Source: an optimization exercise on an open RTL-to-GDS flow (aim: small area, a short achievable clock period and few clock cycles). Production flows keep margins and buffers that such runs may drop. At most, simulation tests tie the RTL to the original design; equivalence was not proved. Power is estimated from default activity; no workload was simulated.

==> flow/design.v <==
`timescale 1ns / 1ps
module reg_file(
	input         clk,
	input         we_hi,
	input         we_lo,
	input  [3:0]  wr_idx,
	input  [15:0] wr_data,
	input  [15:1] sel_a,
	input  [15:1] sel_b,
	output reg [15:0] rd_a,
	output reg [15:0] rd_b);
	reg [15:0] regs [1:15];
	integer i;
	always @(*) begin
		rd_a = 16'h0000;
		rd_b = 16'h0000;
		for (i = 1; i < 16; i = i + 1) begin
			rd_a = rd_a | (regs[i] & {16{sel_a[i]}});
			rd_b = rd_b | (regs[i] & {16{sel_b[i]}});
		end
	end
	always @(posedge clk)
		for (i = 1; i < 16; i = i + 1)
			if (wr_idx == i) begin
				if (we_hi) regs[i][15:8] <= wr_data[15:8];
				if (we_lo) regs[i][7:0]  <= wr_data[7:0];
			end
endmodule
`timescale 1ns / 1ps
module Core(
	input             clk,
	input             rst,                        
	input      [15:0] mem_to_core_data,           
	output     [15:0] core_to_mem_data,           
	output     [23:0] core_to_mem_address,        
	output            core_to_mem_write_enable);  
	localparam ADD  = 4'b0000;
	localparam ADDI = 4'b0001;
	localparam SUB  = 4'b0010;
	localparam LW   = 4'b0011;
	localparam SW   = 4'b0100;
	localparam LUI  = 4'b0101;
	localparam CMP  = 4'b0110;
	localparam BR   = 4'b0111;
	localparam JMP  = 4'b1000;
	localparam SLL  = 4'b1001;
	localparam SLR  = 4'b1010;
	localparam AND  = 4'b1011;
	localparam NAND = 4'b1100;
	localparam OR   = 4'b1101;
	localparam NOT  = 4'b1110;
	localparam LLI  = 4'b1111;
	wire [15:0] md = mem_to_core_data;
	reg [23:0] addr;         
	reg [23:0] save;         
	reg        dslot;        
	reg        dslot_ld;     
	reg        we;           
	reg        a_data;       
	reg        a_ld;         
	reg        nf_lo;        
	reg        nf_kill;      
	reg [3:0]  ld_dest;
	reg        ld_we;
	reg [15:0] ir;           
	reg [15:1] oh_a, oh_b;   
	reg        r_valid;      
	reg        zero, negative;
	reg [15:0] opa, opb;
	reg [15:0] sdata;        
	reg        e_cmp;        
	reg        e_kadd, e_klog;            
	reg        e_cin;                     
	reg [3:0]  e_s0l, e_s0r, e_s1;        
	reg [3:0]  e_tt;         
	reg        e_we_hi, e_we_lo;
	reg [3:0]  e_dest;
	wire [15:0] sum;
	wire        cout;
	add16 _add(.a(opa), .b(opb), .cin(e_cin), .s(sum), .cout(cout));
	wire eq = &(opa ^ opb);
	wire lt = cout & ~eq;    
	reg  [15:0] logic_r;
	integer k;
	always @(*)
		for (k = 0; k < 16; k = k + 1)
			logic_r[k] = e_tt[{opa[k], opb[k]}];
	reg [15:0] shl1, shr1, shl, shr;
	integer m;
	always @(*) begin
		shl1 = 16'h0000; shr1 = 16'h0000; shl = 16'h0000; shr = 16'h0000;
		for (m = 0; m < 4; m = m + 1) begin
			shl1 = shl1 | ((opa << m) & {16{e_s0l[m]}});
			shr1 = shr1 | ((opa >> m) & {16{e_s0r[m]}});
		end
		for (m = 0; m < 4; m = m + 1) begin
			shl = shl | ((shl1 << (4 * m)) & {16{e_s1[m]}});
			shr = shr | ((shr1 >> (4 * m)) & {16{e_s1[m]}});
		end
	end
	wire [15:0] other  = ({16{e_klog}} & logic_r) |
	                     shl | shr;
	wire [15:0] result = ({16{e_kadd}} & sum) | other;
	wire        e_hi  = e_we_hi;
	wire        e_lo  = e_we_lo;
	wire        w_hi  = a_ld ? ld_we : e_hi;
	wire        w_lo  = a_ld ? ld_we : e_lo;
	wire [3:0]  w_idx = a_ld ? ld_dest : e_dest;
	wire [15:0] w_data = ({16{a_ld}} & md) | result;    
	wire [3:0] op = ir[15:12];
	wire [3:0] ra = ir[11:8];
	wire [3:0] rb = ir[7:4];
	wire [7:0] imm = ir[7:0];
	wire [15:0] rf_a, rf_b;
	reg_file _reg_file(
		.clk(clk), .we_hi(w_hi), .we_lo(w_lo), .wr_idx(w_idx), .wr_data(w_data),
		.sel_a(oh_a), .sel_b(oh_b), .rd_a(rf_a), .rd_b(rf_b));
	reg        d_alu, d_cmp, d_sub, d_imm, d_hi, d_lo, d_desta;
	reg [1:0]  d_sel;
	reg [3:0]  d_tt;
	reg [15:0] d_immv;
	always @(*) begin
		d_alu = 1; d_cmp = 0; d_sub = 0; d_imm = 0; d_hi = 1; d_lo = 1; d_desta = 0;
		d_sel = 2'd0; d_tt = 4'b0000; d_immv = {8'h00, imm};
		case (op)
			ADD:  ;
			ADDI: begin d_imm = 1; d_desta = 1; end
			SUB:  d_sub = 1;
			CMP:  begin d_cmp = 1; d_sub = 1; d_hi = 0; d_lo = 0; end
			SLL:  begin d_imm = 1; d_sel = 2'd2; end
			SLR:  begin d_imm = 1; d_sel = 2'd3; end
			AND:  begin d_sel = 2'd1; d_tt = 4'b1000; end
			NAND: begin d_sel = 2'd1; d_tt = 4'b0111; end
			OR:   begin d_sel = 2'd1; d_tt = 4'b1110; end
			NOT:  begin d_sel = 2'd1; d_tt = 4'b0011; end
			LUI:  begin d_imm = 1; d_sel = 2'd1; d_tt = 4'b1010; d_desta = 1; d_lo = 0; d_immv = {imm, imm}; end
			LLI:  begin d_imm = 1; d_sel = 2'd1; d_tt = 4'b1010; d_desta = 1; d_hi = 0; d_immv = {imm, imm}; end
			default: begin d_alu = 0; d_hi = 0; d_lo = 0; end
		endcase
	end
	wire [3:0] d_dest = d_desta ? ra : rb;
	wire       d_dnz  = (d_dest != 4'd0);
	wire ea = (e_dest == ra), eb = (e_dest == rb) & ~d_imm;
	wire la = a_ld & ld_we & (ld_dest == ra), lb = a_ld & ld_we & (ld_dest == rb);
	wire [15:0] ld_a = la ? md : rf_a;
	wire [15:0] ld_br = lb ? md : rf_b;
	wire [15:0] ld_b = d_imm ? d_immv : ld_br;
	wire [15:0] fwd_a = {(ea & e_hi) ? result[15:8] : ld_a[15:8],
	                     (ea & e_lo) ? result[7:0]  : ld_a[7:0]};
	wire        ebr = (e_dest == rb);
	wire        xa_hi = d_sub ? (ebr & e_hi) : (ea & e_hi);
	wire        xa_lo = d_sub ? (ebr & e_lo) : (ea & e_lo);
	wire        xb_hi = d_sub ? (ea & e_hi) : (eb & e_hi);
	wire        xb_lo = d_sub ? (ea & e_lo) : (eb & e_lo);
	wire [15:0] sa = d_sub ? ld_br : ld_a;
	wire [15:0] sb = d_sub ? ~ld_a : ld_b;
	wire [15:0] rx = d_sub ? ~result : result;
	wire [15:0] opa_n = {xa_hi ? result[15:8] : sa[15:8], xa_lo ? result[7:0] : sa[7:0]};
	wire [15:0] opb_n = {xb_hi ? rx[15:8] : sb[15:8], xb_lo ? rx[7:0] : sb[7:0]};
	wire a_fs    = ~a_data;
	wire kill    = nf_kill | b_hit;
	wire is_ins  = a_fs & ~kill & ~nf_lo;
	wire is_lo   = a_fs & ~kill & nf_lo;
	wire [3:0] mop = md[15:12];
	wire needs_lo = (mop == LW) | (mop == SW) | (mop == JMP) |
	                ((mop == BR) & (md[11:8] < 4'd6));
	reg  cond;
	always @(*)
		case (ra[2:0])
			3'd0: cond = zero;
			3'd1: cond = ~zero;
			3'd2: cond = negative;
			3'd3: cond = zero | negative;
			3'd4: cond = ~negative & ~zero;
			default: cond = ~negative | zero;
		endcase
	reg  bpend;              
	wire b_adj    = e_cmp;
	wire lo_ldst  = is_lo & ((op == LW) | (op == SW));
	wire lo_jump  = is_lo & ((op == JMP) | ((op == BR) & (b_adj | cond)));
	wire b_pred   = is_lo & (op == BR) & b_adj;
	wire b_miss   = bpend & ~cond;       
	wire b_hit    = bpend & cond;        
	integer q;
	always @(posedge clk) begin
		save <= addr + 24'd1;
		if (rst) begin
			addr    <= 24'h3c8c;
			dslot   <= 0;
			we      <= 0;
			a_data  <= 0;
			nf_lo   <= 0;
			nf_kill <= 1;
			r_valid <= 0;
			a_ld    <= 0;
			bpend   <= 0;
		end else begin
			if (lo_ldst | lo_jump)
				addr <= {imm, md};
			else if (dslot | b_miss)
				addr <= save;
			else
				addr <= addr + 24'd1;
			dslot    <= lo_ldst;
			dslot_ld <= is_lo & (op == LW);
			we       <= is_lo & (op == SW);
			a_data   <= dslot;
			a_ld     <= dslot & dslot_ld;
			if (a_fs) begin
				if (~kill)
					nf_lo <= is_ins & needs_lo;
				nf_kill <= (lo_jump & ~b_pred) | b_miss;
			end
			bpend <= b_pred;
			r_valid <= is_ins;
		end
		if (is_lo) begin
			ld_dest <= ra;
			ld_we   <= (ra != 4'd0);
		end
		if (is_ins)
			ir <= md;
		for (q = 1; q < 16; q = q + 1) begin
			oh_a[q] <= (md[11:8] == q);
			oh_b[q] <= (md[7:4] == q);
		end
		if (e_cmp) begin
			zero     <= eq;
			negative <= lt;
		end
		opa <= opa_n;
		if (r_valid & (op == SW))
			sdata <= fwd_a;
		opb <= opb_n;
		e_tt    <= d_tt;
		for (q = 0; q < 4; q = q + 1)
			e_s1[q] <= (imm[3:2] == q);
		if (rst) begin
			e_cmp   <= 0;
			e_kadd  <= 0;
			e_cin   <= 0;
			e_klog  <= 0;
			e_s0l   <= 0;
			e_s0r   <= 0;
			e_we_hi <= 0;
			e_we_lo <= 0;
		end else begin
			e_cmp   <= r_valid & d_cmp;
			e_kadd  <= r_valid & d_alu & (d_sel == 2'd0) & ~d_cmp;
			e_cin   <= d_sub;
			e_klog  <= r_valid & d_alu & (d_sel == 2'd1);
			for (q = 0; q < 4; q = q + 1) begin
				e_s0l[q] <= r_valid & (d_sel == 2'd2) & (imm[1:0] == q);
				e_s0r[q] <= r_valid & (d_sel == 2'd3) & (imm[1:0] == q);
			end
			e_we_hi <= r_valid & d_hi & d_dnz;
			e_we_lo <= r_valid & d_lo & d_dnz;
		end
		e_dest  <= d_dest;
	end
	assign core_to_mem_address      = addr;
	assign core_to_mem_data         = sdata;
	assign core_to_mem_write_enable = we;
endmodule
module add16(
	input  [15:0] a,
	input  [15:0] b,
	input         cin,
	output [15:0] s,
	output        cout);
	wire [15:0] p = a ^ b;
	wire [15:0] g0 = a & b;
	wire [15:0] g = {g0[15:1], g0[0] | (p[0] & cin)};
	wire [15:0] G1, P1, G2, P2, G3, P3, G4, P4;
	genvar i;
	generate
		for (i = 0; i < 16; i = i + 1) begin : pf
			if (i & 1) begin
				assign G1[i] = g[i] | (p[i] & g[i - 1]);
				assign P1[i] = p[i] & p[i - 1];
			end else begin
				assign G1[i] = g[i];
				assign P1[i] = p[i];
			end
			if (i & 2) begin
				assign G2[i] = G1[i] | (P1[i] & G1[(i & ~3) + 1]);
				assign P2[i] = P1[i] & P1[(i & ~3) + 1];
			end else begin
				assign G2[i] = G1[i];
				assign P2[i] = P1[i];
			end
			if (i & 4) begin
				assign G3[i] = G2[i] | (P2[i] & G2[(i & ~7) + 3]);
				assign P3[i] = P2[i] & P2[(i & ~7) + 3];
			end else begin
				assign G3[i] = G2[i];
				assign P3[i] = P2[i];
			end
			if (i & 8) begin
				assign G4[i] = G3[i] | (P3[i] & G3[(i & ~15) + 7]);
				assign P4[i] = P3[i] & P3[(i & ~15) + 7];
			end else begin
				assign G4[i] = G3[i];
				assign P4[i] = P3[i];
			end
		end
	endgenerate
	assign s = p ^ {G4[14:0], cin};
	assign cout = G4[15];
endmodule
Settings: LEC_CHECK=0, CAP_MARGIN=20, CORE_MARGIN=2, CORE_UTILIZATION=60, CTS_CLUSTER_DIAMETER=150, CTS_CLUSTER_SIZE=20, SETUP_SLACK_MARGIN=4.4, SLEW_MARGIN=20; clock period 7.0 ns.
standard.sh (not shown) runs the stock make flow with config.mk's settings and CLKGATE_MAP_FILE= SYNTH_SCRIPT=/design/flow/synth_recipe.tcl, a recipe that flattens the netlist after the stock synthesis.
==> flow/flow/run.sh <==
#!/bin/bash
# The standard layout (standard.sh: same synthesis script, registers and
# steps), with two changes to how cells are picked:
#  - ADDER_MAP_FILE is empty, so synthesis leaves adders to abc as plain logic
#    instead of fixed full/half adder cells;
#  - the input and output port buffers are buf_4 cells instead of the delay
#    buffers (clkdlybuf4s50_1) that buffer_ports picks by default.
# ORFS writes each step's full log under orfs/logs; make's output goes to
# standard.log.
set -euo pipefail
export ADDER_MAP_FILE=
export BUFFER_PORTS_ARGS="-buffer_cell sky130_fd_sc_hd__buf_4"
bash standard.sh > standard.log 2>&1
Testbench counts at the start, summed over its fixed seeds: cycles 53,178.
Change:
--- a/flow/design.v
+++ b/flow/design.v
@@ -68,13 +68,13 @@
 	reg        zero, negative;
 	reg [15:0] opa, opb;
 	reg [15:0] sdata;        
 	reg        e_cmp;        
 	reg        e_kadd, e_klog;            
 	reg        e_cin;                     
-	reg [3:0]  e_s0l, e_s0r, e_s1;        
+	reg [6:0]  e_s0, e_s1;                
 	reg [3:0]  e_tt;         
 	reg        e_we_hi, e_we_lo;
 	reg [3:0]  e_dest;
 	wire [15:0] sum;
 	wire        cout;
 	add16 _add(.a(opa), .b(opb), .cin(e_cin), .s(sum), .cout(cout));
@@ -82,27 +82,26 @@
 	wire lt = cout & ~eq;    
 	reg  [15:0] logic_r;
 	integer k;
 	always @(*)
 		for (k = 0; k < 16; k = k + 1)
 			logic_r[k] = e_tt[{opa[k], opb[k]}];
-	reg [15:0] shl1, shr1, shl, shr;
+	reg [15:0] sh1, shf;
 	integer m;
 	always @(*) begin
-		shl1 = 16'h0000; shr1 = 16'h0000; shl = 16'h0000; shr = 16'h0000;
-		for (m = 0; m < 4; m = m + 1) begin
-			shl1 = shl1 | ((opa << m) & {16{e_s0l[m]}});
-			shr1 = shr1 | ((opa >> m) & {16{e_s0r[m]}});
-		end
-		for (m = 0; m < 4; m = m + 1) begin
-			shl = shl | ((shl1 << (4 * m)) & {16{e_s1[m]}});
-			shr = shr | ((shr1 >> (4 * m)) & {16{e_s1[m]}});
+		sh1 = opa & {16{e_s0[3]}};
+		for (m = 1; m < 4; m = m + 1) begin
+			sh1 = sh1 | ((opa << m) & {16{e_s0[3 - m]}}) | ((opa >> m) & {16{e_s0[3 + m]}});
+		end
+		shf = sh1 & {16{e_s1[3]}};
+		for (m = 1; m < 4; m = m + 1) begin
+			shf = shf | ((sh1 << (4 * m)) & {16{e_s1[3 - m]}}) | ((sh1 >> (4 * m)) & {16{e_s1[3 + m]}});
 		end
 	end
 	wire [15:0] other  = ({16{e_klog}} & logic_r) |
-	                     shl | shr;
+	                     shf;
 	wire [15:0] result = ({16{e_kadd}} & sum) | other;
 	wire        e_hi  = e_we_hi;
 	wire        e_lo  = e_we_lo;
 	wire        w_hi  = a_ld ? ld_we : e_hi;
 	wire        w_lo  = a_ld ? ld_we : e_lo;
 	wire [3:0]  w_idx = a_ld ? ld_dest : e_dest;
@@ -230,31 +229,34 @@
 		end
 		opa <= opa_n;
 		if (r_valid & (op == SW))
 			sdata <= fwd_a;
 		opb <= opb_n;
 		e_tt    <= d_tt;
-		for (q = 0; q < 4; q = q + 1)
-			e_s1[q] <= (imm[3:2] == q);
+		e_s1[3] <= (imm[3:2] == 2'd0);
+		for (q = 1; q < 4; q = q + 1) begin
+			e_s1[3 - q] <= (d_sel == 2'd2) & (imm[3:2] == q);
+			e_s1[3 + q] <= (d_sel == 2'd3) & (imm[3:2] == q);
+		end
 		if (rst) begin
 			e_cmp   <= 0;
 			e_kadd  <= 0;
 			e_cin   <= 0;
 			e_klog  <= 0;
-			e_s0l   <= 0;
-			e_s0r   <= 0;
+			e_s0    <= 0;
 			e_we_hi <= 0;
 			e_we_lo <= 0;
 		end else begin
 			e_cmp   <= r_valid & d_cmp;
 			e_kadd  <= r_valid & d_alu & (d_sel == 2'd0) & ~d_cmp;
 			e_cin   <= d_sub;
 			e_klog  <= r_valid & d_alu & (d_sel == 2'd1);
-			for (q = 0; q < 4; q = q + 1) begin
-				e_s0l[q] <= r_valid & (d_sel == 2'd2) & (imm[1:0] == q);
-				e_s0r[q] <= r_valid & (d_sel == 2'd3) & (imm[1:0] == q);
+			e_s0[3] <= r_valid & d_sel[1] & (imm[1:0] == 2'd0);
+			for (q = 1; q < 4; q = q + 1) begin
+				e_s0[3 - q] <= r_valid & (d_sel == 2'd2) & (imm[1:0] == q);
+				e_s0[3 + q] <= r_valid & (d_sel == 2'd3) & (imm[1:0] == q);
 			end
 			e_we_hi <= r_valid & d_hi & d_dnz;
 			e_we_lo <= r_valid & d_lo & d_dnz;
 		end
 		e_dest  <= d_dest;
 	end
Result: Register-to-register slack is worse by 20 ps. Synthesized area hardly moves. Cell area goes down by 1.3%. Worst setup slack is worse by 22 ps. Synthesized cell count goes down by 1.2%. Total power stays flat. Clock skew stays flat. Maximum frequency goes down by 0.81%. Wire length goes down by 0.57%. Non-clock buffer count goes down by 26. Die area barely changes.
No functional check of the RTL was part of the second run of this note.

-- afterwards: timing with drivers on the ports --
Ports are ideal in the flow. The routed layouts listed here were re-timed in OpenROAD. Step 1 sets driving cells, clkbuf_16 on the clock port and buf_2 on the other inputs (assumed; they add their load-dependent delay and slew). Step 2 also shifts input and output timing later by t, the mid clock arrival at the registers, as if the neighbouring blocks saw the same clock. Slacks: no drivers / after step 1 / after step 2; pairs: no drivers / after step 1.
run | t (ns) | slack for setup (ns) | worst setup path after step 2
the first run | 0.629 | 4.324 / 4.324 / 4.065 | input to register
the second run | 0.628 | 4.302 / 4.302 / 4.052 | input to register
After both steps setup and hold are still met in every run listed. The setup slack of the first run, which loses most, moves by 0.000 ns with the drivers and by -0.259 ns with both steps.
